This design comes from an exercise in tuning for small area, a short achievable clock period and few clock cycles per item on the open sky130 flow, not from production work.
No run shown here included a check of the RTL's function; only the layout flow was run.

## flow/design.v (module list and top-level ports; edited modules follow where they fit)
// module multiplyer: 1228 lines
module multiplyer(
    clk,
    rst_n,
    A,
    B,
    result,
    start_sig,
    done_sig
);
  // ...
==> flow/flow/run.sh <==
#!/bin/bash
set -uo pipefail
export BUFFER_PORTS_ARGS="-buffer_cell sky130_fd_sc_hd__buf_2"
bash standard.sh synth > synth.log 2>&1 || exit 1
R=$(sed -n 's/.*WORK_HOME=\([^ ]*\).*/\1/p' standard.sh | head -1)/results/$FLOW_PLATFORM/multiplyer/base
LIB=$FLOW_HOME/platforms/$FLOW_PLATFORM/lib/sky130_fd_sc_hd__tt_025C_1v80.lib
cp $R/1_2_yosys.v yosys_orig.v
python3 flow/polopt2.py $LIB yosys_orig.v yosys_pol.v > polopt.log 2>&1
python3 flow/cutff.py yosys_orig.v orig_comb.v
python3 flow/cutff.py yosys_pol.v pol_comb.v
cat > equiv.ys <<EOS
read_liberty -ignore_miss_func $LIB
read_verilog orig_comb.v
rename $FLOW_TOP gold
read_verilog pol_comb.v
rename $FLOW_TOP gate
flatten
miter -equiv -flatten gold gate miter
hierarchy -top miter
techmap
opt -fast
aigmap
write_aiger -zinit miter.aig
EOS
ABC=$(dirname $(command -v yosys))/yosys-abc
if [ -s yosys_pol.v ] && yosys -s equiv.ys > equiv.log 2>&1 && \
   $ABC -c "read miter.aig; print_stats; iprove" > cec.log 2>&1 && \
   grep -q "^UNSATISFIABLE" cec.log; then
  cp yosys_pol.v $R/1_2_yosys.v
  rm -f $R/1_synth.odb
  echo "polarity rewrite used" >> polopt.log
else
  echo "equivalence not proven; keeping synthesized netlist" >> polopt.log
fi
bash standard.sh > standard.log 2>&1
==> flow/flow/cutff.py <==
#!/usr/bin/env python3
"""Make a combinational copy of a mapped netlist for equivalence checking:
every flip-flop instance is removed, its Q net becomes input port
q_<n> and each of its inputs (D, RESET_B, ...) output port d_<n>_<pin>,
where <n> is the instance's position among the flip-flops sorted by name.

usage: cutff.py in.v out.v"""
import re, sys
src = open(sys.argv[1]).read()
cell_re = re.compile(r"^(\s*)(sky130_fd_sc_hd__\w+)\s+(\S+)\s*\((.*?)\);\n", re.S | re.M)
pin_re = re.compile(r"\.(\w+)\(([^()]*)\)")
ffs = []
for m in cell_re.finditer(src):
    if re.search(r"__(df|sdf|edf|dl)", m.group(2)):
        ffs.append((m.group(3), m.span(), [(p, n.strip()) for p, n in pin_re.findall(m.group(4))]))
ffs.sort()
ports, assigns, decls = [], [], []
spans = set()
for i, (name, span, pins) in enumerate(ffs):
    spans.add(span)
    for p, n in pins:
        if p in ("Q",):
            ports.append(f"q_{i}_{p}")
            decls.append(f"  input q_{i}_{p};\n")
            assigns.append(f"  assign {n} = q_{i}_{p};\n")
        elif p in ("Q_N",):
            ports.append(f"q_{i}_{p}")
            decls.append(f"  input q_{i}_{p};\n")
            assigns.append(f"  assign {n} = q_{i}_{p};\n")
        elif p not in ("CLK", "CLK_N", "GATE"):
            ports.append(f"d_{i}_{p}")
            decls.append(f"  output d_{i}_{p};\n")
            assigns.append(f"  assign d_{i}_{p} = {n} ;\n")
out = []
pos = 0
for m in cell_re.finditer(src):
    if m.span() in spans:
        out.append(src[pos:m.start()])
        pos = m.end()
out.append(src[pos:])
text = "".join(out)
i = text.index(");", text.index("module"))
text = text[:i] + "".join(", " + p for p in ports) + text[i:]
j = text.index(";", i) + 1
text = text[:j] + "\n" + "".join(decls) + text[j:]
k = text.rfind("endmodule")
text = text[:k] + "".join(assigns) + text[k:]
open(sys.argv[2], "w").write(text)
==> flow/flow/polopt2.py <==
#!/usr/bin/env python3
"""Inverter minimisation on a mapped sky130 netlist by output polarity.

Every full adder is self-dual (FA(~a,~b,~c) = (~sum,~cout)), and many
single-output gates have a complementary cell with the same inputs
(and2/nand2, a21o/a21oi, xor2/xnor2, ...).  This pass chooses for each full
adder and each such gate whether it produces its signal true or
complemented, so that the inverters between cells plus the gates' area are
as small as possible, and rewires the netlist with at most one inverter per
signal.  Flip-flops, half adders, ports and other cells keep their
function; the result is logically equivalent (checked by the flow with Yosys).

usage: polopt2.py liberty in.v out.v
"""
import re
import sys
import random
import itertools
from collections import defaultdict

libf, inf, outf = sys.argv[1:4]
OUTPINS = {"X", "Y", "SUM", "COUT", "Q", "Q_N", "HI", "LO"}
INV_AREA = 3.7536

# ---- liberty: area, single-output function truth tables, complements ----
lib = open(libf).read()
libcells = {}
for m in re.finditer(r'cell \("(sky130_fd_sc_hd__\w+)"\) \{', lib):
    name = m.group(1)
    start = m.end()
    nxt = lib.find('\n    cell (', start)
    blk = lib[start:nxt if nxt > 0 else len(lib)]
    am = re.search(r'area : ([\d.]+)', blk)
    if not am or 'ff (' in blk or 'latch (' in blk or 'statetable' in blk:
        continue
    funcs = re.findall(r'pin \("(\w+)"\) \{(?:(?!pin \().)*?direction : "output";(?:(?!pin \().)*?function : "([^"]*)"', blk, re.S)
    ins = re.findall(r'pin \("(\w+)"\) \{\s*(?:[^{}]*?)direction : "input"', blk)
    libcells[name] = (float(am.group(1)), funcs, tuple(sorted(ins)))


def truth(func, ins):
    expr = func.replace('!', '~')
    tt = 0
    for i, vals in enumerate(itertools.product((0, 1), repeat=len(ins))):
        env = dict(zip(ins, vals))
        if eval(expr, {}, env) & 1:
            tt |= 1 << i
    return tt


bad = re.compile(r'lpflow|probe|clk|dly|buf_|bufinv|bufbuf|einv|ebuf|conb|diode|tap|fill|decap|mux2i|lsbuf')
sig = {}
for name, (area, funcs, ins) in libcells.items():
    if len(funcs) != 1 or bad.search(name) or not ins:
        continue
    sig[name] = (ins, truth(funcs[0][1], ins), funcs[0][0], area)
bykey = defaultdict(list)
for name, (ins, tt, op, area) in sig.items():
    bykey[(ins, tt)].append((area, name))
comp = {}
for name, (ins, tt, op, area) in sig.items():
    full = (1 << (1 << len(ins))) - 1
    c = bykey.get((ins, tt ^ full))
    if c:
        comp[name] = min(c)[1]

# ---- netlist ----
src = open(inf).read()
cell_re = re.compile(r"^(\s*)(sky130_fd_sc_hd__\w+)\s+(\S+)\s*\((.*?)\);\n", re.S | re.M)
pin_re = re.compile(r"\.(\w+)\(([^()]*)\)")
cells = []
for m in cell_re.finditer(src):
    pins = [(p, n.strip()) for p, n in pin_re.findall(m.group(4))]
    cells.append(dict(type=m.group(2), name=m.group(3), pins=pins, span=m.span(), ind=m.group(1)))

outports = set()
for m in re.finditer(r"^\s*output\s+(\[(\d+):(\d+)\]\s*)?(\S+?)\s*;", src, re.M):
    if m.group(1):
        hi, lo = int(m.group(2)), int(m.group(3))
        for i in range(min(hi, lo), max(hi, lo) + 1):
            outports.add(f"{m.group(4)}[{i}]")
    else:
        outports.add(m.group(4))

driver = {}
for ci, c in enumerate(cells):
    for p, n in c["pins"]:
        if p in OUTPINS:
            driver[n] = (ci, p)

is_inv = lambda t: re.match(r"sky130_fd_sc_hd__inv_\d+$", t) is not None
is_fa = lambda t: re.match(r"sky130_fd_sc_hd__fa_\d+$", t) is not None

removable = set()
for ci, c in enumerate(cells):
    if is_inv(c["type"]) and dict(c["pins"])["Y"] not in outports:
        removable.add(ci)

# gates that may swap to their complement: not driving a port directly
swappable = set()
for ci, c in enumerate(cells):
    if ci in removable or c["type"] not in comp:
        continue
    outs = [n for p, n in c["pins"] if p in OUTPINS]
    if len(outs) == 1 and outs[0] not in outports:
        swappable.add(ci)
fas = set(ci for ci, c in enumerate(cells) if is_fa(c["type"]))


def base(n):
    pol = 0
    for _ in range(1000):
        if n in driver and driver[n][0] in removable:
            n = dict(cells[driver[n][0]]["pins"])["A"]
            pol ^= 1
        else:
            return n, pol
    raise Exception("inverter loop")


cons = defaultdict(list)   # base -> [(ci, pi, pol)]
reads = defaultdict(set)   # ci -> bases it reads
for ci, c in enumerate(cells):
    if ci in removable:
        continue
    for pi, (p, n) in enumerate(c["pins"]):
        if p in OUTPINS or n.startswith("1'") or n == "":
            continue
        b, pol = base(n)
        cons[b].append((ci, pi, pol))
        reads[ci].add(b)
outs_of = {ci: [n for p, n in cells[ci]["pins"] if p in OUTPINS] for ci in range(len(cells))}

flip = defaultdict(int)


def phys(b):
    d = driver.get(b)
    if d and (d[0] in fas or d[0] in swappable):
        return flip[d[0]]
    return 0


def inv_needed(b):
    ph = phys(b)
    for ci, pi, pol in cons.get(b, ()):
        if (pol ^ (flip[ci] if ci in fas else 0)) != ph:
            return 1
    return 0


def gate_area(ci):
    t = cells[ci]["type"]
    return sig[comp[t]][3] if flip[ci] else sig[t][3]


def local(ci):
    bs = set(outs_of[ci])
    if ci in fas:
        bs |= reads[ci]
    a = sum(inv_needed(b) for b in bs) * INV_AREA
    if ci in swappable:
        a += gate_area(ci)
    return a


allbases = list(cons.keys())
before_inv = sum(inv_needed(b) for b in allbases)
vars_ = sorted(fas | swappable)
import math
rng = random.Random(1)
cur = sum(inv_needed(b) for b in allbases) * INV_AREA + sum(gate_area(c) for c in swappable)
best = cur
bestflip = dict(flip)
T0, T1, steps = 4.0, 0.05, 200000
for st in range(steps):
    T = T0 * (T1 / T0) ** (st / steps)
    ci = vars_[rng.randrange(len(vars_))]
    a0 = local(ci)
    flip[ci] ^= 1
    a1 = local(ci)
    d = a1 - a0
    if d <= 0 or rng.random() < math.exp(-d / T):
        cur += d
        if cur < best - 1e-9:
            best = cur
            bestflip = dict(flip)
    else:
        flip[ci] ^= 1
flip = defaultdict(int, bestflip)
after_inv = sum(inv_needed(b) for b in allbases)
sys.stderr.write(f"removable inverters {len(removable)} -> signals needing an inverter "
                 f"{before_inv} -> {after_inv}; adders flipped {sum(flip[c] for c in fas)}, "
                 f"gates swapped {sum(flip[c] for c in swappable)} of {len(swappable)}\n")

# ---- rewrite ----
newpins = {ci: list(c["pins"]) for ci, c in enumerate(cells)}
newtype = {ci: c["type"] for ci, c in enumerate(cells)}
for ci in swappable:
    if flip[ci]:
        t = cells[ci]["type"]
        nt = comp[t]
        op_old = sig[t][2]
        op_new = sig[nt][2]
        newtype[ci] = nt
        newpins[ci] = [(op_new if p == op_old else p, n) for p, n in newpins[ci]]
newcells = []
newwires = []
k = 0
for b, lst in cons.items():
    ph = phys(b)
    invnet = None
    for ci, pi, pol in lst:
        req = pol ^ (flip[ci] if ci in fas else 0)
        p, _ = newpins[ci][pi]
        if req == ph:
            newpins[ci][pi] = (p, b)
        else:
            if invnet is None:
                k += 1
                invnet = f"_polinv{k}_"
                newwires.append(invnet)
                newcells.append(f"  sky130_fd_sc_hd__inv_1 _polinvc{k}_ (\n    .A({b} ),\n    .Y({invnet} )\n  );\n")
            newpins[ci][pi] = (p, invnet)

out = []
pos = 0
for ci, c in enumerate(cells):
    s, e = c["span"]
    out.append(src[pos:s])
    pos = e
    if ci in removable:
        continue
    body = ",\n".join(f"    .{p}({n} )" for p, n in newpins[ci])
    out.append(f"{c['ind']}{newtype[ci]} {c['name']} (\n{body}\n  );\n")
tail = src[pos:]
i = tail.rfind("endmodule")
out.append(tail[:i] + "".join(newcells) + tail[i:])
text = "".join(out)
decl = "".join(f"  wire {w};\n" for w in newwires)
j = text.index(");", text.index("module")) + 3
text = text[:j] + decl + text[j:]
open(outf, "w").write(text)
==> flow/standard.sh <==
#!/bin/bash
# synth_recipe.tcl (not shown) runs the flow's synth.tcl, then flattens the netlist and writes it again
# the make line also repeats each setting of config.mk as NAME=value (left out here)
make -C /OpenROAD-flow-scripts/flow DESIGN_CONFIG=/design/flow/config.mk WORK_HOME=/design/flow/orfs CLKGATE_MAP_FILE= SYNTH_SCRIPT=/design/flow/synth_recipe.tcl "${@:-finish}"
==> flow/config.mk <==
export PLATFORM = sky130hd
export DESIGN_NAME = multiplyer
export DESIGN_NICKNAME = multiplyer
export VERILOG_FILES = /design/flow/design.v
export SDC_FILE = /design/flow/constraint.sdc
export NUM_CORES = 4
export LEC_CHECK = 0
export CAP_MARGIN = 20
export CORE_MARGIN = 2
export CORE_UTILIZATION = 40
export CTS_BUF_LIST = sky130_fd_sc_hd__clkbuf_4 sky130_fd_sc_hd__clkbuf_8
export CTS_CLUSTER_SIZE = 30
export SETUP_SLACK_MARGIN = 2.8
export SLEW_MARGIN = 20
==> flow/constraint.sdc <==
create_clock -name core_clock -period 8.0 [get_ports {clk}]
set_input_delay 1.6000 -clock core_clock [delete_from_list [all_inputs] [get_ports {clk}]]
set_output_delay 1.6000 -clock core_clock [all_outputs]
set_load 0.01 [all_outputs]
==> flow_metrics.env, run 1 <==
export IMPL_outcome="finished clean"
export IMPL_wl_met2_microns=15400
export IMPL_nMultiInputCombCells=923
export IMPL_clock_fmax_mhz=186
export IMPL_core_area_sq_mm=0.0270
export IMPL_met1Wirelength_microns=14400
export IMPL_cts_tree="built"
export IMPL_reg_top3="rX: 26 flops, rY: 25 flops, rS: 9 flops"
export IMPL_crit_family="compound AO/OA/AOI/OAI gates"
export IMPL_clkCellAreaFrac_pct=1.61
export IMPL_largest_class="multi-input gates"
export IMPL_globalRouteMet2Util_pct=37.8
export IMPL_highest_layer="met4"
export IMPL_clock_latency_ns=0.39
export IMPL_regArea_sq_mm=0.00141
export IMPL_hp_start="cnt[0]$_DFF_PN0_"
export IMPL_num_rows=60
export IMPL_maxCapViolations=0
export IMPL_postLayoutCellArea_sq_mm=0.0123
export IMPL_clk_pin_slew_ns=0.10
export IMPL_post_route_period_util_pct=67.4
export IMPL_cts_sinks=70
export IMPL_vias_per_cell=5.85
export IMPL_grt_busiest_layer="met2"
export IMPL_post_cts_buffers=5
export IMPL_nClkBuffers=11
export IMPL_setup_tns_ns=0
export IMPL_multi_input_area_sq_mm=0.00944
export IMPL_drtPass1Iterations=5
export IMPL_seq_share_pct=11.5
export IMPL_postRouteAntennaNets=0
export IMPL_final_cell_mix="163 x fa_1, 144 x xnor2_1, 135 x a22oi_1, 101 x buf_2, 82 x ha_1"
export IMPL_reg2reg_from="cnt[1]$_DFF_PN0_"
export IMPL_utilization_pct=45.6
export IMPL_cts_buffer_depth=2
export IMPL_critical_path_buf_inv_count=6
export IMPL_cp_required_ns=6.40
export IMPL_grt_antenna_before_repair=0
export IMPL_diodes=0
export IMPL_hold_ws_ns=0.468
==> run 2, diff against run 1 <==
--- a/flow/design.v
+++ b/flow/design.v
@@ -37,27 +37,23 @@
     reg     [11:0]mx;
     always @(*)
         case (cnt)
             2'd0: begin dig = {mb[11:0], 1'b0}; mx = ma[11:0]; end
             2'd1: begin dig = {mb[23:12], mb[11]}; mx = ma[23:12]; end
             default: begin dig = 13'd0; mx = 12'd0; end
         endcase
     wire    last = (cnt == 2'd1);
-    wire    [1:0]it;            
-    assign  it[0] = (cnt == 2'd0);
-    assign  it[1] = (cnt == 2'd1);
     wire    [26:0]ax = first ? 27'd0 : rX;
     wire    [26:0]ay = first ? 27'd0 : rY;
     wire    [3:0]dl = {1'b0, rDX} + {1'b0, rDY} + rC;
     wire    cin = dl[3];
     wire    ac = first ? 1'b0 : cin;
     wire one0, two0, neg0, nneg0;
-    wire one0_0, two0_0, neg0_0;
-    wire one0_1, two0_1, neg0_1;
+    wire oneh0, twoh0, negh0;
     wire pp0_0;
     wire pp0_1;
     wire pp0_2;
     wire pp0_3;
     wire pp0_4;
     wire pp0_5;
     wire pp0_6;
     wire pp0_7;
@@ -74,18 +70,17 @@
     wire pp0_18;
     wire pp0_19;
     wire pp0_20;
     wire pp0_21;
     wire pp0_22;
     wire pp0_23;
     wire pp0_24;
     wire one1, two1, neg1, nneg1;
-    wire one1_0, two1_0, neg1_0;
-    wire one1_1, two1_1, neg1_1;
+    wire oneh1, twoh1, negh1;
     wire pp1_0;
     wire pp1_1;
     wire pp1_2;
     wire pp1_3;
     wire pp1_4;
     wire pp1_5;
     wire pp1_6;
     wire pp1_7;
@@ -102,18 +97,17 @@
     wire pp1_18;
     wire pp1_19;
     wire pp1_20;
     wire pp1_21;
     wire pp1_22;
     wire pp1_23;
     wire pp1_24;
     wire one2, two2, neg2, nneg2;
-    wire one2_0, two2_0, neg2_0;
-    wire one2_1, two2_1, neg2_1;
+    wire oneh2, twoh2, negh2;
     wire pp2_0;
     wire pp2_1;
     wire pp2_2;
     wire pp2_3;
     wire pp2_4;
     wire pp2_5;
     wire pp2_6;
     wire pp2_7;
@@ -130,18 +124,17 @@
     wire pp2_18;
     wire pp2_19;
     wire pp2_20;
     wire pp2_21;
     wire pp2_22;
     wire pp2_23;
     wire pp2_24;
     wire one3, two3, neg3, nneg3;
-    wire one3_0, two3_0, neg3_0;
-    wire one3_1, two3_1, neg3_1;
+    wire oneh3, twoh3, negh3;
     wire pp3_0;
     wire pp3_1;
     wire pp3_2;
     wire pp3_3;
     wire pp3_4;
     wire pp3_5;
     wire pp3_6;
     wire pp3_7;
@@ -158,18 +151,17 @@
     wire pp3_18;
     wire pp3_19;
     wire pp3_20;
     wire pp3_21;
     wire pp3_22;
     wire pp3_23;
     wire pp3_24;
     wire one4, two4, neg4, nneg4;
-    wire one4_0, two4_0, neg4_0;
-    wire one4_1, two4_1, neg4_1;
+    wire oneh4, twoh4, negh4;
     wire pp4_0;
     wire pp4_1;
     wire pp4_2;
     wire pp4_3;
     wire pp4_4;
     wire pp4_5;
     wire pp4_6;
     wire pp4_7;
@@ -186,18 +178,17 @@
     wire pp4_18;
     wire pp4_19;
     wire pp4_20;
     wire pp4_21;
     wire pp4_22;
     wire pp4_23;
     wire pp4_24;
     wire one5, two5, neg5, nneg5;
-    wire one5_0, two5_0, neg5_0;
-    wire one5_1, two5_1, neg5_1;
+    wire oneh5, twoh5, negh5;
     wire pp5_0;
     wire pp5_1;
     wire pp5_2;
     wire pp5_3;
     wire pp5_4;
     wire pp5_5;
     wire pp5_6;
     wire pp5_7;
@@ -597,226 +588,208 @@
     wire s377;
     wire c378;
     wire s379;
     wire c380;
     wire s381;
     wire c382;
     wire s383;
     wire c384;
-    assign one0_0 = mb[0] ^ 1'b0;
-    assign two0_0 = (mb[1] & ~mb[0] & ~1'b0) | (~mb[1] & mb[0] & 1'b0);
-    assign neg0_0 = mb[1] & ~(mb[0] & 1'b0);
-    assign one0_1 = mb[12] ^ mb[11];
-    assign two0_1 = (mb[13] & ~mb[12] & ~mb[11]) | (~mb[13] & mb[12] & mb[11]);
-    assign neg0_1 = mb[13] & ~(mb[12] & mb[11]);
-    assign one0 = (it[0] & one0_0) | (it[1] & one0_1);
-    assign two0 = (it[0] & two0_0) | (it[1] & two0_1);
-    assign neg0 = (it[0] & neg0_0) | (it[1] & neg0_1);
+    assign one0 = dig[1] ^ dig[0];
+    assign two0 = (dig[2] & ~dig[1] & ~dig[0]) | (~dig[2] & dig[1] & dig[0]);
+    assign neg0 = dig[2] & ~(dig[1] & dig[0]);
     assign nneg0 = ~neg0;
+    assign oneh0 = (dig[1] | dig[0]) & ~(dig[1] & dig[0]);
+    assign twoh0 = ~((dig[2] | ~dig[1] | ~dig[0]) & (~dig[2] | dig[1] | dig[0]));
+    assign negh0 = ~(~dig[2] | (dig[1] & dig[0]));
     assign pp0_0 = ((one0 & ma[0]) | (two0 & 1'b0)) ^ neg0;
     assign pp0_1 = ((one0 & ma[1]) | (two0 & ma[0])) ^ neg0;
     assign pp0_2 = ((one0 & ma[2]) | (two0 & ma[1])) ^ neg0;
     assign pp0_3 = ((one0 & ma[3]) | (two0 & ma[2])) ^ neg0;
     assign pp0_4 = ((one0 & ma[4]) | (two0 & ma[3])) ^ neg0;
     assign pp0_5 = ((one0 & ma[5]) | (two0 & ma[4])) ^ neg0;
     assign pp0_6 = ((one0 & ma[6]) | (two0 & ma[5])) ^ neg0;
     assign pp0_7 = ((one0 & ma[7]) | (two0 & ma[6])) ^ neg0;
     assign pp0_8 = ((one0 & ma[8]) | (two0 & ma[7])) ^ neg0;
     assign pp0_9 = ((one0 & ma[9]) | (two0 & ma[8])) ^ neg0;
     assign pp0_10 = ((one0 & ma[10]) | (two0 & ma[9])) ^ neg0;
     assign pp0_11 = ((one0 & ma[11]) | (two0 & ma[10])) ^ neg0;
     assign pp0_12 = ((one0 & ma[12]) | (two0 & ma[11])) ^ neg0;
-    assign pp0_13 = ((one0 & ma[13]) | (two0 & ma[12])) ^ neg0;
-    assign pp0_14 = ((one0 & ma[14]) | (two0 & ma[13])) ^ neg0;
-    assign pp0_15 = ((one0 & ma[15]) | (two0 & ma[14])) ^ neg0;
-    assign pp0_16 = ((one0 & ma[16]) | (two0 & ma[15])) ^ neg0;
-    assign pp0_17 = ((one0 & ma[17]) | (two0 & ma[16])) ^ neg0;
-    assign pp0_18 = ((one0 & ma[18]) | (two0 & ma[17])) ^ neg0;
-    assign pp0_19 = ((one0 & ma[19]) | (two0 & ma[18])) ^ neg0;
-    assign pp0_20 = ((one0 & ma[20]) | (two0 & ma[19])) ^ neg0;
-    assign pp0_21 = ((one0 & ma[21]) | (two0 & ma[20])) ^ neg0;
-    assign pp0_22 = ((one0 & ma[22]) | (two0 & ma[21])) ^ neg0;
-    assign pp0_23 = ((one0 & ma[23]) | (two0 & ma[22])) ^ neg0;
-    assign pp0_24 = ((one0 & 1'b0) | (two0 & ma[23])) ^ neg0;
-    assign one1_0 = mb[2] ^ mb[1];
-    assign two1_0 = (mb[3] & ~mb[2] & ~mb[1]) | (~mb[3] & mb[2] & mb[1]);
-    assign neg1_0 = mb[3] & ~(mb[2] & mb[1]);
-    assign one1_1 = mb[14] ^ mb[13];
-    assign two1_1 = (mb[15] & ~mb[14] & ~mb[13]) | (~mb[15] & mb[14] & mb[13]);
-    assign neg1_1 = mb[15] & ~(mb[14] & mb[13]);
-    assign one1 = (it[0] & one1_0) | (it[1] & one1_1);
-    assign two1 = (it[0] & two1_0) | (it[1] & two1_1);
-    assign neg1 = (it[0] & neg1_0) | (it[1] & neg1_1);
+    assign pp0_13 = ((oneh0 & ma[13]) | (twoh0 & ma[12])) ^ negh0;
+    assign pp0_14 = ((oneh0 & ma[14]) | (twoh0 & ma[13])) ^ negh0;
+    assign pp0_15 = ((oneh0 & ma[15]) | (twoh0 & ma[14])) ^ negh0;
+    assign pp0_16 = ((oneh0 & ma[16]) | (twoh0 & ma[15])) ^ negh0;
+    assign pp0_17 = ((oneh0 & ma[17]) | (twoh0 & ma[16])) ^ negh0;
+    assign pp0_18 = ((oneh0 & ma[18]) | (twoh0 & ma[17])) ^ negh0;
+    assign pp0_19 = ((oneh0 & ma[19]) | (twoh0 & ma[18])) ^ negh0;
+    assign pp0_20 = ((oneh0 & ma[20]) | (twoh0 & ma[19])) ^ negh0;
+    assign pp0_21 = ((oneh0 & ma[21]) | (twoh0 & ma[20])) ^ negh0;
+    assign pp0_22 = ((oneh0 & ma[22]) | (twoh0 & ma[21])) ^ negh0;
+    assign pp0_23 = ((oneh0 & ma[23]) | (twoh0 & ma[22])) ^ negh0;
+    assign pp0_24 = ((oneh0 & 1'b0) | (twoh0 & ma[23])) ^ negh0;
+    assign one1 = dig[3] ^ dig[2];
+    assign two1 = (dig[4] & ~dig[3] & ~dig[2]) | (~dig[4] & dig[3] & dig[2]);
+    assign neg1 = dig[4] & ~(dig[3] & dig[2]);
     assign nneg1 = ~neg1;
+    assign oneh1 = (dig[3] | dig[2]) & ~(dig[3] & dig[2]);
+    assign twoh1 = ~((dig[4] | ~dig[3] | ~dig[2]) & (~dig[4] | dig[3] | dig[2]));
+    assign negh1 = ~(~dig[4] | (dig[3] & dig[2]));
     assign pp1_0 = ((one1 & ma[0]) | (two1 & 1'b0)) ^ neg1;
     assign pp1_1 = ((one1 & ma[1]) | (two1 & ma[0])) ^ neg1;
     assign pp1_2 = ((one1 & ma[2]) | (two1 & ma[1])) ^ neg1;
     assign pp1_3 = ((one1 & ma[3]) | (two1 & ma[2])) ^ neg1;
     assign pp1_4 = ((one1 & ma[4]) | (two1 & ma[3])) ^ neg1;
     assign pp1_5 = ((one1 & ma[5]) | (two1 & ma[4])) ^ neg1;
     assign pp1_6 = ((one1 & ma[6]) | (two1 & ma[5])) ^ neg1;
     assign pp1_7 = ((one1 & ma[7]) | (two1 & ma[6])) ^ neg1;
     assign pp1_8 = ((one1 & ma[8]) | (two1 & ma[7])) ^ neg1;
     assign pp1_9 = ((one1 & ma[9]) | (two1 & ma[8])) ^ neg1;
     assign pp1_10 = ((one1 & ma[10]) | (two1 & ma[9])) ^ neg1;
     assign pp1_11 = ((one1 & ma[11]) | (two1 & ma[10])) ^ neg1;
     assign pp1_12 = ((one1 & ma[12]) | (two1 & ma[11])) ^ neg1;
-    assign pp1_13 = ((one1 & ma[13]) | (two1 & ma[12])) ^ neg1;
-    assign pp1_14 = ((one1 & ma[14]) | (two1 & ma[13])) ^ neg1;
-    assign pp1_15 = ((one1 & ma[15]) | (two1 & ma[14])) ^ neg1;
-    assign pp1_16 = ((one1 & ma[16]) | (two1 & ma[15])) ^ neg1;
-    assign pp1_17 = ((one1 & ma[17]) | (two1 & ma[16])) ^ neg1;
-    assign pp1_18 = ((one1 & ma[18]) | (two1 & ma[17])) ^ neg1;
-    assign pp1_19 = ((one1 & ma[19]) | (two1 & ma[18])) ^ neg1;
-    assign pp1_20 = ((one1 & ma[20]) | (two1 & ma[19])) ^ neg1;
-    assign pp1_21 = ((one1 & ma[21]) | (two1 & ma[20])) ^ neg1;
-    assign pp1_22 = ((one1 & ma[22]) | (two1 & ma[21])) ^ neg1;
-    assign pp1_23 = ((one1 & ma[23]) | (two1 & ma[22])) ^ neg1;
-    assign pp1_24 = ((one1 & 1'b0) | (two1 & ma[23])) ^ neg1;
-    assign one2_0 = mb[4] ^ mb[3];
-    assign two2_0 = (mb[5] & ~mb[4] & ~mb[3]) | (~mb[5] & mb[4] & mb[3]);
-    assign neg2_0 = mb[5] & ~(mb[4] & mb[3]);
-    assign one2_1 = mb[16] ^ mb[15];
-    assign two2_1 = (mb[17] & ~mb[16] & ~mb[15]) | (~mb[17] & mb[16] & mb[15]);
-    assign neg2_1 = mb[17] & ~(mb[16] & mb[15]);
-    assign one2 = (it[0] & one2_0) | (it[1] & one2_1);
-    assign two2 = (it[0] & two2_0) | (it[1] & two2_1);
-    assign neg2 = (it[0] & neg2_0) | (it[1] & neg2_1);
+    assign pp1_13 = ((oneh1 & ma[13]) | (twoh1 & ma[12])) ^ negh1;
+    assign pp1_14 = ((oneh1 & ma[14]) | (twoh1 & ma[13])) ^ negh1;
+    assign pp1_15 = ((oneh1 & ma[15]) | (twoh1 & ma[14])) ^ negh1;
+    assign pp1_16 = ((oneh1 & ma[16]) | (twoh1 & ma[15])) ^ negh1;
+    assign pp1_17 = ((oneh1 & ma[17]) | (twoh1 & ma[16])) ^ negh1;
+    assign pp1_18 = ((oneh1 & ma[18]) | (twoh1 & ma[17])) ^ negh1;
+    assign pp1_19 = ((oneh1 & ma[19]) | (twoh1 & ma[18])) ^ negh1;
+    assign pp1_20 = ((oneh1 & ma[20]) | (twoh1 & ma[19])) ^ negh1;
+    assign pp1_21 = ((oneh1 & ma[21]) | (twoh1 & ma[20])) ^ negh1;
+    assign pp1_22 = ((oneh1 & ma[22]) | (twoh1 & ma[21])) ^ negh1;
+    assign pp1_23 = ((oneh1 & ma[23]) | (twoh1 & ma[22])) ^ negh1;
+    assign pp1_24 = ((oneh1 & 1'b0) | (twoh1 & ma[23])) ^ negh1;
+    assign one2 = dig[5] ^ dig[4];
+    assign two2 = (dig[6] & ~dig[5] & ~dig[4]) | (~dig[6] & dig[5] & dig[4]);
+    assign neg2 = dig[6] & ~(dig[5] & dig[4]);
     assign nneg2 = ~neg2;
+    assign oneh2 = (dig[5] | dig[4]) & ~(dig[5] & dig[4]);
+    assign twoh2 = ~((dig[6] | ~dig[5] | ~dig[4]) & (~dig[6] | dig[5] | dig[4]));
+    assign negh2 = ~(~dig[6] | (dig[5] & dig[4]));
     assign pp2_0 = ((one2 & ma[0]) | (two2 & 1'b0)) ^ neg2;
     assign pp2_1 = ((one2 & ma[1]) | (two2 & ma[0])) ^ neg2;
     assign pp2_2 = ((one2 & ma[2]) | (two2 & ma[1])) ^ neg2;
     assign pp2_3 = ((one2 & ma[3]) | (two2 & ma[2])) ^ neg2;
     assign pp2_4 = ((one2 & ma[4]) | (two2 & ma[3])) ^ neg2;
     assign pp2_5 = ((one2 & ma[5]) | (two2 & ma[4])) ^ neg2;
     assign pp2_6 = ((one2 & ma[6]) | (two2 & ma[5])) ^ neg2;
     assign pp2_7 = ((one2 & ma[7]) | (two2 & ma[6])) ^ neg2;
     assign pp2_8 = ((one2 & ma[8]) | (two2 & ma[7])) ^ neg2;
     assign pp2_9 = ((one2 & ma[9]) | (two2 & ma[8])) ^ neg2;
     assign pp2_10 = ((one2 & ma[10]) | (two2 & ma[9])) ^ neg2;
     assign pp2_11 = ((one2 & ma[11]) | (two2 & ma[10])) ^ neg2;
     assign pp2_12 = ((one2 & ma[12]) | (two2 & ma[11])) ^ neg2;
-    assign pp2_13 = ((one2 & ma[13]) | (two2 & ma[12])) ^ neg2;
-    assign pp2_14 = ((one2 & ma[14]) | (two2 & ma[13])) ^ neg2;
-    assign pp2_15 = ((one2 & ma[15]) | (two2 & ma[14])) ^ neg2;
-    assign pp2_16 = ((one2 & ma[16]) | (two2 & ma[15])) ^ neg2;
-    assign pp2_17 = ((one2 & ma[17]) | (two2 & ma[16])) ^ neg2;
-    assign pp2_18 = ((one2 & ma[18]) | (two2 & ma[17])) ^ neg2;
-    assign pp2_19 = ((one2 & ma[19]) | (two2 & ma[18])) ^ neg2;
-    assign pp2_20 = ((one2 & ma[20]) | (two2 & ma[19])) ^ neg2;
-    assign pp2_21 = ((one2 & ma[21]) | (two2 & ma[20])) ^ neg2;
-    assign pp2_22 = ((one2 & ma[22]) | (two2 & ma[21])) ^ neg2;
-    assign pp2_23 = ((one2 & ma[23]) | (two2 & ma[22])) ^ neg2;
-    assign pp2_24 = ((one2 & 1'b0) | (two2 & ma[23])) ^ neg2;
-    assign one3_0 = mb[6] ^ mb[5];
-    assign two3_0 = (mb[7] & ~mb[6] & ~mb[5]) | (~mb[7] & mb[6] & mb[5]);
-    assign neg3_0 = mb[7] & ~(mb[6] & mb[5]);
-    assign one3_1 = mb[18] ^ mb[17];
-    assign two3_1 = (mb[19] & ~mb[18] & ~mb[17]) | (~mb[19] & mb[18] & mb[17]);
-    assign neg3_1 = mb[19] & ~(mb[18] & mb[17]);
-    assign one3 = (it[0] & one3_0) | (it[1] & one3_1);
-    assign two3 = (it[0] & two3_0) | (it[1] & two3_1);
-    assign neg3 = (it[0] & neg3_0) | (it[1] & neg3_1);
+    assign pp2_13 = ((oneh2 & ma[13]) | (twoh2 & ma[12])) ^ negh2;
+    assign pp2_14 = ((oneh2 & ma[14]) | (twoh2 & ma[13])) ^ negh2;
+    assign pp2_15 = ((oneh2 & ma[15]) | (twoh2 & ma[14])) ^ negh2;
+    assign pp2_16 = ((oneh2 & ma[16]) | (twoh2 & ma[15])) ^ negh2;
+    assign pp2_17 = ((oneh2 & ma[17]) | (twoh2 & ma[16])) ^ negh2;
+    assign pp2_18 = ((oneh2 & ma[18]) | (twoh2 & ma[17])) ^ negh2;
+    assign pp2_19 = ((oneh2 & ma[19]) | (twoh2 & ma[18])) ^ negh2;
+    assign pp2_20 = ((oneh2 & ma[20]) | (twoh2 & ma[19])) ^ negh2;
+    assign pp2_21 = ((oneh2 & ma[21]) | (twoh2 & ma[20])) ^ negh2;
+    assign pp2_22 = ((oneh2 & ma[22]) | (twoh2 & ma[21])) ^ negh2;
+    assign pp2_23 = ((oneh2 & ma[23]) | (twoh2 & ma[22])) ^ negh2;
+    assign pp2_24 = ((oneh2 & 1'b0) | (twoh2 & ma[23])) ^ negh2;
+    assign one3 = dig[7] ^ dig[6];
+    assign two3 = (dig[8] & ~dig[7] & ~dig[6]) | (~dig[8] & dig[7] & dig[6]);
+    assign neg3 = dig[8] & ~(dig[7] & dig[6]);
     assign nneg3 = ~neg3;
+    assign oneh3 = (dig[7] | dig[6]) & ~(dig[7] & dig[6]);
+    assign twoh3 = ~((dig[8] | ~dig[7] | ~dig[6]) & (~dig[8] | dig[7] | dig[6]));
+    assign negh3 = ~(~dig[8] | (dig[7] & dig[6]));
     assign pp3_0 = ((one3 & ma[0]) | (two3 & 1'b0)) ^ neg3;
     assign pp3_1 = ((one3 & ma[1]) | (two3 & ma[0])) ^ neg3;
     assign pp3_2 = ((one3 & ma[2]) | (two3 & ma[1])) ^ neg3;
     assign pp3_3 = ((one3 & ma[3]) | (two3 & ma[2])) ^ neg3;
     assign pp3_4 = ((one3 & ma[4]) | (two3 & ma[3])) ^ neg3;
     assign pp3_5 = ((one3 & ma[5]) | (two3 & ma[4])) ^ neg3;
     assign pp3_6 = ((one3 & ma[6]) | (two3 & ma[5])) ^ neg3;
     assign pp3_7 = ((one3 & ma[7]) | (two3 & ma[6])) ^ neg3;
     assign pp3_8 = ((one3 & ma[8]) | (two3 & ma[7])) ^ neg3;
     assign pp3_9 = ((one3 & ma[9]) | (two3 & ma[8])) ^ neg3;
     assign pp3_10 = ((one3 & ma[10]) | (two3 & ma[9])) ^ neg3;
     assign pp3_11 = ((one3 & ma[11]) | (two3 & ma[10])) ^ neg3;
     assign pp3_12 = ((one3 & ma[12]) | (two3 & ma[11])) ^ neg3;
-    assign pp3_13 = ((one3 & ma[13]) | (two3 & ma[12])) ^ neg3;
-    assign pp3_14 = ((one3 & ma[14]) | (two3 & ma[13])) ^ neg3;
-    assign pp3_15 = ((one3 & ma[15]) | (two3 & ma[14])) ^ neg3;
-    assign pp3_16 = ((one3 & ma[16]) | (two3 & ma[15])) ^ neg3;
-    assign pp3_17 = ((one3 & ma[17]) | (two3 & ma[16])) ^ neg3;
-    assign pp3_18 = ((one3 & ma[18]) | (two3 & ma[17])) ^ neg3;
-    assign pp3_19 = ((one3 & ma[19]) | (two3 & ma[18])) ^ neg3;
-    assign pp3_20 = ((one3 & ma[20]) | (two3 & ma[19])) ^ neg3;
-    assign pp3_21 = ((one3 & ma[21]) | (two3 & ma[20])) ^ neg3;
-    assign pp3_22 = ((one3 & ma[22]) | (two3 & ma[21])) ^ neg3;
-    assign pp3_23 = ((one3 & ma[23]) | (two3 & ma[22])) ^ neg3;
-    assign pp3_24 = ((one3 & 1'b0) | (two3 & ma[23])) ^ neg3;
-    assign one4_0 = mb[8] ^ mb[7];
-    assign two4_0 = (mb[9] & ~mb[8] & ~mb[7]) | (~mb[9] & mb[8] & mb[7]);
-    assign neg4_0 = mb[9] & ~(mb[8] & mb[7]);
-    assign one4_1 = mb[20] ^ mb[19];
-    assign two4_1 = (mb[21] & ~mb[20] & ~mb[19]) | (~mb[21] & mb[20] & mb[19]);
-    assign neg4_1 = mb[21] & ~(mb[20] & mb[19]);
-    assign one4 = (it[0] & one4_0) | (it[1] & one4_1);
-    assign two4 = (it[0] & two4_0) | (it[1] & two4_1);
-    assign neg4 = (it[0] & neg4_0) | (it[1] & neg4_1);
+    assign pp3_13 = ((oneh3 & ma[13]) | (twoh3 & ma[12])) ^ negh3;
+    assign pp3_14 = ((oneh3 & ma[14]) | (twoh3 & ma[13])) ^ negh3;
+    assign pp3_15 = ((oneh3 & ma[15]) | (twoh3 & ma[14])) ^ negh3;
+    assign pp3_16 = ((oneh3 & ma[16]) | (twoh3 & ma[15])) ^ negh3;
+    assign pp3_17 = ((oneh3 & ma[17]) | (twoh3 & ma[16])) ^ negh3;
+    assign pp3_18 = ((oneh3 & ma[18]) | (twoh3 & ma[17])) ^ negh3;
+    assign pp3_19 = ((oneh3 & ma[19]) | (twoh3 & ma[18])) ^ negh3;
+    assign pp3_20 = ((oneh3 & ma[20]) | (twoh3 & ma[19])) ^ negh3;
+    assign pp3_21 = ((oneh3 & ma[21]) | (twoh3 & ma[20])) ^ negh3;
+    assign pp3_22 = ((oneh3 & ma[22]) | (twoh3 & ma[21])) ^ negh3;
+    assign pp3_23 = ((oneh3 & ma[23]) | (twoh3 & ma[22])) ^ negh3;
+    assign pp3_24 = ((oneh3 & 1'b0) | (twoh3 & ma[23])) ^ negh3;
+    assign one4 = dig[9] ^ dig[8];
+    assign two4 = (dig[10] & ~dig[9] & ~dig[8]) | (~dig[10] & dig[9] & dig[8]);
+    assign neg4 = dig[10] & ~(dig[9] & dig[8]);
     assign nneg4 = ~neg4;
+    assign oneh4 = (dig[9] | dig[8]) & ~(dig[9] & dig[8]);
+    assign twoh4 = ~((dig[10] | ~dig[9] | ~dig[8]) & (~dig[10] | dig[9] | dig[8]));
+    assign negh4 = ~(~dig[10] | (dig[9] & dig[8]));
     assign pp4_0 = ((one4 & ma[0]) | (two4 & 1'b0)) ^ neg4;
     assign pp4_1 = ((one4 & ma[1]) | (two4 & ma[0])) ^ neg4;
     assign pp4_2 = ((one4 & ma[2]) | (two4 & ma[1])) ^ neg4;
     assign pp4_3 = ((one4 & ma[3]) | (two4 & ma[2])) ^ neg4;
     assign pp4_4 = ((one4 & ma[4]) | (two4 & ma[3])) ^ neg4;
     assign pp4_5 = ((one4 & ma[5]) | (two4 & ma[4])) ^ neg4;
     assign pp4_6 = ((one4 & ma[6]) | (two4 & ma[5])) ^ neg4;
     assign pp4_7 = ((one4 & ma[7]) | (two4 & ma[6])) ^ neg4;
     assign pp4_8 = ((one4 & ma[8]) | (two4 & ma[7])) ^ neg4;
     assign pp4_9 = ((one4 & ma[9]) | (two4 & ma[8])) ^ neg4;
     assign pp4_10 = ((one4 & ma[10]) | (two4 & ma[9])) ^ neg4;
     assign pp4_11 = ((one4 & ma[11]) | (two4 & ma[10])) ^ neg4;
     assign pp4_12 = ((one4 & ma[12]) | (two4 & ma[11])) ^ neg4;
-    assign pp4_13 = ((one4 & ma[13]) | (two4 & ma[12])) ^ neg4;
-    assign pp4_14 = ((one4 & ma[14]) | (two4 & ma[13])) ^ neg4;
-    assign pp4_15 = ((one4 & ma[15]) | (two4 & ma[14])) ^ neg4;
-    assign pp4_16 = ((one4 & ma[16]) | (two4 & ma[15])) ^ neg4;
-    assign pp4_17 = ((one4 & ma[17]) | (two4 & ma[16])) ^ neg4;
-    assign pp4_18 = ((one4 & ma[18]) | (two4 & ma[17])) ^ neg4;
-    assign pp4_19 = ((one4 & ma[19]) | (two4 & ma[18])) ^ neg4;
-    assign pp4_20 = ((one4 & ma[20]) | (two4 & ma[19])) ^ neg4;
-    assign pp4_21 = ((one4 & ma[21]) | (two4 & ma[20])) ^ neg4;
-    assign pp4_22 = ((one4 & ma[22]) | (two4 & ma[21])) ^ neg4;
-    assign pp4_23 = ((one4 & ma[23]) | (two4 & ma[22])) ^ neg4;
-    assign pp4_24 = ((one4 & 1'b0) | (two4 & ma[23])) ^ neg4;
-    assign one5_0 = mb[10] ^ mb[9];
-    assign two5_0 = (mb[11] & ~mb[10] & ~mb[9]) | (~mb[11] & mb[10] & mb[9]);
-    assign neg5_0 = mb[11] & ~(mb[10] & mb[9]);
-    assign one5_1 = mb[22] ^ mb[21];
-    assign two5_1 = (mb[23] & ~mb[22] & ~mb[21]) | (~mb[23] & mb[22] & mb[21]);
-    assign neg5_1 = mb[23] & ~(mb[22] & mb[21]);
-    assign one5 = (it[0] & one5_0) | (it[1] & one5_1);
-    assign two5 = (it[0] & two5_0) | (it[1] & two5_1);
-    assign neg5 = (it[0] & neg5_0) | (it[1] & neg5_1);
+    assign pp4_13 = ((oneh4 & ma[13]) | (twoh4 & ma[12])) ^ negh4;
+    assign pp4_14 = ((oneh4 & ma[14]) | (twoh4 & ma[13])) ^ negh4;
+    assign pp4_15 = ((oneh4 & ma[15]) | (twoh4 & ma[14])) ^ negh4;
+    assign pp4_16 = ((oneh4 & ma[16]) | (twoh4 & ma[15])) ^ negh4;
+    assign pp4_17 = ((oneh4 & ma[17]) | (twoh4 & ma[16])) ^ negh4;
+    assign pp4_18 = ((oneh4 & ma[18]) | (twoh4 & ma[17])) ^ negh4;
+    assign pp4_19 = ((oneh4 & ma[19]) | (twoh4 & ma[18])) ^ negh4;
+    assign pp4_20 = ((oneh4 & ma[20]) | (twoh4 & ma[19])) ^ negh4;
+    assign pp4_21 = ((oneh4 & ma[21]) | (twoh4 & ma[20])) ^ negh4;
+    assign pp4_22 = ((oneh4 & ma[22]) | (twoh4 & ma[21])) ^ negh4;
+    assign pp4_23 = ((oneh4 & ma[23]) | (twoh4 & ma[22])) ^ negh4;
+    assign pp4_24 = ((oneh4 & 1'b0) | (twoh4 & ma[23])) ^ negh4;
+    assign one5 = dig[11] ^ dig[10];
+    assign two5 = (dig[12] & ~dig[11] & ~dig[10]) | (~dig[12] & dig[11] & dig[10]);
+    assign neg5 = dig[12] & ~(dig[11] & dig[10]);
     assign nneg5 = ~neg5;
+    assign oneh5 = (dig[11] | dig[10]) & ~(dig[11] & dig[10]);
+    assign twoh5 = ~((dig[12] | ~dig[11] | ~dig[10]) & (~dig[12] | dig[11] | dig[10]));
+    assign negh5 = ~(~dig[12] | (dig[11] & dig[10]));
     assign pp5_0 = ((one5 & ma[0]) | (two5 & 1'b0)) ^ neg5;
     assign pp5_1 = ((one5 & ma[1]) | (two5 & ma[0])) ^ neg5;
     assign pp5_2 = ((one5 & ma[2]) | (two5 & ma[1])) ^ neg5;
     assign pp5_3 = ((one5 & ma[3]) | (two5 & ma[2])) ^ neg5;
     assign pp5_4 = ((one5 & ma[4]) | (two5 & ma[3])) ^ neg5;
     assign pp5_5 = ((one5 & ma[5]) | (two5 & ma[4])) ^ neg5;
     assign pp5_6 = ((one5 & ma[6]) | (two5 & ma[5])) ^ neg5;
     assign pp5_7 = ((one5 & ma[7]) | (two5 & ma[6])) ^ neg5;
     assign pp5_8 = ((one5 & ma[8]) | (two5 & ma[7])) ^ neg5;
     assign pp5_9 = ((one5 & ma[9]) | (two5 & ma[8])) ^ neg5;
     assign pp5_10 = ((one5 & ma[10]) | (two5 & ma[9])) ^ neg5;
     assign pp5_11 = ((one5 & ma[11]) | (two5 & ma[10])) ^ neg5;
     assign pp5_12 = ((one5 & ma[12]) | (two5 & ma[11])) ^ neg5;
-    assign pp5_13 = ((one5 & ma[13]) | (two5 & ma[12])) ^ neg5;
-    assign pp5_14 = ((one5 & ma[14]) | (two5 & ma[13])) ^ neg5;
-    assign pp5_15 = ((one5 & ma[15]) | (two5 & ma[14])) ^ neg5;
-    assign pp5_16 = ((one5 & ma[16]) | (two5 & ma[15])) ^ neg5;
-    assign pp5_17 = ((one5 & ma[17]) | (two5 & ma[16])) ^ neg5;
-    assign pp5_18 = ((one5 & ma[18]) | (two5 & ma[17])) ^ neg5;
-    assign pp5_19 = ((one5 & ma[19]) | (two5 & ma[18])) ^ neg5;
-    assign pp5_20 = ((one5 & ma[20]) | (two5 & ma[19])) ^ neg5;
-    assign pp5_21 = ((one5 & ma[21]) | (two5 & ma[20])) ^ neg5;
-    assign pp5_22 = ((one5 & ma[22]) | (two5 & ma[21])) ^ neg5;
-    assign pp5_23 = ((one5 & ma[23]) | (two5 & ma[22])) ^ neg5;
-    assign pp5_24 = ((one5 & 1'b0) | (two5 & ma[23])) ^ neg5;
+    assign pp5_13 = ((oneh5 & ma[13]) | (twoh5 & ma[12])) ^ negh5;
+    assign pp5_14 = ((oneh5 & ma[14]) | (twoh5 & ma[13])) ^ negh5;
+    assign pp5_15 = ((oneh5 & ma[15]) | (twoh5 & ma[14])) ^ negh5;
+    assign pp5_16 = ((oneh5 & ma[16]) | (twoh5 & ma[15])) ^ negh5;
+    assign pp5_17 = ((oneh5 & ma[17]) | (twoh5 & ma[16])) ^ negh5;
+    assign pp5_18 = ((oneh5 & ma[18]) | (twoh5 & ma[17])) ^ negh5;
+    assign pp5_19 = ((oneh5 & ma[19]) | (twoh5 & ma[18])) ^ negh5;
+    assign pp5_20 = ((oneh5 & ma[20]) | (twoh5 & ma[19])) ^ negh5;
+    assign pp5_21 = ((oneh5 & ma[21]) | (twoh5 & ma[20])) ^ negh5;
+    assign pp5_22 = ((oneh5 & ma[22]) | (twoh5 & ma[21])) ^ negh5;
+    assign pp5_23 = ((oneh5 & ma[23]) | (twoh5 & ma[22])) ^ negh5;
+    assign pp5_24 = ((oneh5 & 1'b0) | (twoh5 & ma[23])) ^ negh5;
     assign s1 = ax[25] ^ ay[25];
     assign c2 = ax[25] & ay[25];
     assign s3 = ax[26] ^ ay[26];
     assign c4 = ax[26] & ay[26];
     assign s5 = ax[7] ^ ay[7];
     assign c6 = ax[7] & ay[7];
     assign s7 = ax[8] ^ ay[8];
     assign c8 = ax[8] & ay[8];
@@ -1208,21 +1181,23 @@
         rS <= {1'b0, A[30:23]} + {1'b0, B[30:23]};
         rSign <= A[31] ^ B[31];
     end
     wire    [25:0]Pc = {rX[24:0], cin} + {rY[24:0], 1'b1};
     wire    [24:0]P = Pc[25:1];
     wire    p47 = P[24];
     wire    [9:0]E0 = {1'b0, rS} - 10'd127;
     wire    [9:0]E1 = {1'b0, rS} - 10'd126;
+    wire    [7:0]Ex0 = E0[7:0];
+    wire    [7:0]Ex1 = E1[7:0];
     wire    ov0 = (E0[9:8] == 2'b01);
     wire    un0 = (E0[9:8] == 2'b11);
     wire    ov1 = (E1[9:8] == 2'b01);
     wire    un1 = (E1[9:8] == 2'b11);
     wire    ok0 = ~(ov0 | un0);
     wire    ok1 = ~(ov1 | un1);
-    wire    [8:0]R0 = ok0 ? {rSign, E0[7:0]} : 9'h07F;
-    wire    [8:0]R1 = ok1 ? {rSign, E1[7:0]} : 9'h07F;
+    wire    [8:0]R0 = ok0 ? {rSign, Ex0} : 9'h07F;
+    wire    [8:0]R1 = ok1 ? {rSign, Ex1} : 9'h07F;
     wire    [22:0]M0 = P[22:0] & {23{ok0}};
     wire    [22:0]M1 = P[23:1] & {23{ok1}};
     assign  result = p47 ? {R1, M1} : {R0, M0};
     assign  done_sig = {p47 ? ov1 : ov0, p47 ? un1 : un0, 1'b0, done};
 endmodule
--- a/flow/flow/run.sh
+++ b/flow/flow/run.sh
@@ -1,11 +1,11 @@
 #!/bin/bash
 set -uo pipefail
-export BUFFER_PORTS_ARGS="-buffer_cell sky130_fd_sc_hd__buf_2"
+export BUFFER_PORTS_ARGS="-buffer_cell sky130_fd_sc_hd__buf_1"
 bash standard.sh synth > synth.log 2>&1 || exit 1
 R=$(sed -n 's/.*WORK_HOME=\([^ ]*\).*/\1/p' standard.sh | head -1)/results/$FLOW_PLATFORM/multiplyer/base
 LIB=$FLOW_HOME/platforms/$FLOW_PLATFORM/lib/sky130_fd_sc_hd__tt_025C_1v80.lib
 cp $R/1_2_yosys.v yosys_orig.v
 python3 flow/polopt2.py $LIB yosys_orig.v yosys_pol.v > polopt.log 2>&1
 python3 flow/cutff.py yosys_orig.v orig_comb.v
 python3 flow/cutff.py yosys_pol.v pol_comb.v
 cat > equiv.ys <<EOS
--- a/flow/flow/polopt2.py
+++ b/flow/flow/polopt2.py
@@ -91,25 +91,25 @@
 is_inv = lambda t: re.match(r"sky130_fd_sc_hd__inv_\d+$", t) is not None
 is_fa = lambda t: re.match(r"sky130_fd_sc_hd__fa_\d+$", t) is not None
 
 removable = set()
 for ci, c in enumerate(cells):
     if is_inv(c["type"]) and dict(c["pins"])["Y"] not in outports:
         removable.add(ci)
 
+fas = set(ci for ci, c in enumerate(cells) if is_fa(c["type"]))
 # gates that may swap to their complement: not driving a port directly
 swappable = set()
 for ci, c in enumerate(cells):
     if ci in removable or c["type"] not in comp:
         continue
     outs = [n for p, n in c["pins"] if p in OUTPINS]
     if len(outs) == 1 and outs[0] not in outports:
         swappable.add(ci)
-fas = set(ci for ci, c in enumerate(cells) if is_fa(c["type"]))
 
 
 def base(n):
     pol = 0
     for _ in range(1000):
         if n in driver and driver[n][0] in removable:
             n = dict(cells[driver[n][0]]["pins"])["A"]
             pol ^= 1
@@ -125,16 +125,18 @@
         continue
     for pi, (p, n) in enumerate(c["pins"]):
         if p in OUTPINS or n.startswith("1'") or n == "":
             continue
         b, pol = base(n)
         cons[b].append((ci, pi, pol))
         reads[ci].add(b)
 outs_of = {ci: [n for p, n in cells[ci]["pins"] if p in OUTPINS] for ci in range(len(cells))}
+swappable = set(ci for ci in swappable
+                if cons.get(outs_of[ci][0]) and all(x[0] in fas for x in cons[outs_of[ci][0]]))
 
 flip = defaultdict(int)
 
 
 def phys(b):
     d = driver.get(b)
     if d and (d[0] in fas or d[0] in swappable):
         return flip[d[0]]
==> flow/config.mk (replaced) <==
export PLATFORM = sky130hd
export DESIGN_NAME = multiplyer
export DESIGN_NICKNAME = multiplyer
export VERILOG_FILES = /design/flow/design.v
export SDC_FILE = /design/flow/constraint.sdc
export NUM_CORES = 4
export LEC_CHECK = 0
export CAP_MARGIN = 20
export CORE_MARGIN = 2
export CORE_UTILIZATION = 60
export CTS_BUF_LIST = sky130_fd_sc_hd__clkbuf_4 sky130_fd_sc_hd__clkbuf_8
export CTS_CLUSTER_SIZE = 30
export PLACE_DENSITY = 0.75
export SETUP_SLACK_MARGIN = 3.0
export SLEW_MARGIN = 20
==> flow_metrics.env, run 2 <==
export IMPL_outcome="finished clean"
export IMPL_vias_per_cell=6.52
export IMPL_core_area_sq_mm=0.0178
export IMPL_cts_hold_buf=0
export IMPL_slew_violations=0
export IMPL_cts_root_buffer="clkbuf_8"
export IMPL_syn_inst=1072
export IMPL_path_class="register to output pin"
export IMPL_drt_initial_drc_count=840
export IMPL_rsz0062_at_grt="yes"
export IMPL_die_h_microns=139
export IMPL_worst_setup_path_start_kind="register"
export IMPL_htreeDepth=3
export IMPL_dieArea_sq_mm=0.0192
export IMPL_setup_tns_ns=0
export IMPL_post_route_period_util_pct=64.5
export IMPL_critPathMaxStageDelay_ns=0.35
export IMPL_hp_class="register to register"
export IMPL_dieWidth_microns=139
export IMPL_start_util_pct=60.9
export IMPL_yosysWarnings=1
export IMPL_clock_latency_ns=0.38
export IMPL_arrival_ns=3.56
export IMPL_final_cell_mix="163 x fa_1, 138 x a22oi_1, 123 x xnor2_1, 88 x buf_1, 67 x ha_1"
export IMPL_setup_worst_path_start="rDX[0]$_DFF_P_"
export IMPL_mostFrequentLayoutCell="fa_1"
export IMPL_place_congestion=0.938
export IMPL_critical_path_buf_inv_count=1
export IMPL_hold_viol_final=0
export IMPL_drcViolationCount=0
export IMPL_synth_nets=1383
export IMPL_grt_pass1_wl_microns=50100
export IMPL_fin_skew_ns=0.0148
export IMPL_cts_buffer_depth=2
export IMPL_maxCapViolations=0
export IMPL_hold_ws_ns=0.483
export IMPL_hp_start="cnt[0]$_DFF_PN0_"
export IMPL_path_cells="ha_4, a211oi_4, o21bai_2, fa_2, a21o_1, a2111oi_4, o21ba_4, o21ai_4, a41oi_2, o211ai_1, a311oi_2, xor2_1, o21ai_1, buf_2"
export IMPL_cp_end_kind="output pin"
export IMPL_num_rows=49
export IMPL_wl_met2_microns=14800
export IMPL_grt_max_degree=68
export IMPL_syn_avg_cell_area_sq_um=10.1
export IMPL_worstMarginPinSlew_ns=1.03
export IMPL_met1Wirelength_microns=11500
export IMPL_grt_pass1_vias=9205
export IMPL_grt_antenna_before_repair=0
export IMPL_cp_max_fo=3
export IMPL_clock_fmax_mhz=194
export IMPL_synth_area_sq_mm=0.0109
export IMPL_cts_sinks=70
export IMPL_diodes=0
export IMPL_overflow=0
export IMPL_dp_hpwl_microns=22600
export IMPL_wl_per_cell_microns=23.2
export IMPL_finalSetupViolCount=0
export IMPL_vias=9056
export IMPL_fin_nets=1467
export IMPL_drtPass1Iterations=7
export IMPL_cts_buffers=9
export IMPL_reg2reg_from="cnt[0]$_DFF_PN0_"
export IMPL_reg_top3="rX: 26 flops, rY: 25 flops, rS: 9 flops"
export IMPL_area_delta_synth_final_pct=13.5
export IMPL_clk_pin_slew_ns=0.08
export IMPL_fin_crit_ns=5.16
export IMPL_crit_family="compound AO/OA/AOI/OAI gates"
export IMPL_slew_headroom_pct=31.3
export IMPL_wl_met3_microns=3850
export IMPL_cp_required_ns=6.40
export IMPL_largest_register_ffs=26
export IMPL_io_buffers=101
export IMPL_fillers=1401
export IMPL_drive_gt1_share_pct=12.8
export IMPL_io_pins=103
export IMPL_gr_usage_all_layers_pct=33.5
export IMPL_highest_layer="met4"
export IMPL_cp_slowest_cell="fa_2"
export IMPL_registers_top_by_ff_count="rX"
export IMPL_postRouteAntennaNets=0
export IMPL_cts_tree="built"
export IMPL_routed_wirelength_microns=32300
==> run 2: per-layer routing <==
| layer | GRT usage, % | vias to the layer above |
|---|---|---|
| met4 | 17.5 | 0 |
| met5 | 0 | - |
| met1 | 41.7 | 4392 |
| met3 | 9.77 | 144 |
| met2 | 53.3 | 566 |
| li1 | - | 3954 |
==> run 2: area by class of cell <==
type,count,area [sq um],share of cell area [%]
clock buffer,11,145,1.18
clock inverter,4,47.5,0.385
inverter,32,135,1.09
multi-input combinational,892,9500,77.0
sequential,70,1410,11.5
tap,229,287,2.32
timing repair buffer,151,812,6.58
==> run 2: final timing paths <==
path / end / slack, ns / cells past startpoint
setup reg to reg: rY[6]$_DFF_P_ / 3.19 / 14
hold / removal: cnt[0]$_DFF_PN0_ / 0.48 / 1
setup / recovery: result[22] / 2.84 / 14
max in group asynchronous: cnt[1]$_DFF_PN0_ / 6.89 / 1
min in group asynchronous: cnt[0]$_DFF_PN0_ / 0.98 / 1
hold reg to reg: cnt[0]$_DFF_PN0_ / 0.48 / 1
==> run 2: worst register-to-register path, delay by kind of cell, from the launching register on <==
family | cells | cell delay, ns
flip-flops | 1 | 0.41
XOR/XNOR | 1 | 0.29
buffers and inverters | 2 | 0.56
AND/OR/NAND/NOR | 2 | 0.19
adder cells (fa/ha/maj) | 5 | 2.22
AO/OA/AOI/OAI | 4 | 1.01
==> run 2: repair_timing <==
action	4_1_cts	5_1_grt
gates resized for setup	65	34
buffers inserted	22	14
endpoints found under the hold margin	0	0
cloned	2	2
endpoints found under the setup margin	76	58
pin swaps	28	28
==> run 2: stage by stage <==
step	util [%]	setup slack (ns)	cells	instance area (sq um)
6_report	69.2	2.84	1389	12300
5_1_grt	69.2	2.67	1389	12300
4_1_cts	67.3	2.74	1373	12000
3_5_place_dp	63.7	2.15	1334	11400
3_3_place_gp	63.7	2.19	1334	11400
2_1_floorplan	-	2.95	1072	10900

port drivers added, routing unchanged:
The results above use ideal ports. As a check the final layouts listed here were re-extracted and re-timed, cells and wires unchanged. Step 1 sets driving cells, clkbuf_16 on the clock port and buf_2 on the other inputs (assumed; they add their load-dependent delay and slew). Step 2 also shifts input and output timing later by t, the mid clock arrival at the registers, as if the neighbouring blocks saw the same clock. Three values: no drivers, after step 1, after step 2; two values: the first two.
| run | t (ns) | slack for setup (ns) | latest minus earliest clock arrival (ns) |
|---|---|---|---|
| run 1 | 0.422 | 2.611 / 2.569 / 2.552 | 0.024 / 0.025 |
| run 2 | 0.416 | 2.837 / 2.797 / 2.766 | 0.015 / 0.014 |
After both steps every run listed still meets setup and hold. The setup slack of run 2, which loses most, moves by -0.040 ns with the drivers and by -0.071 ns with both steps.
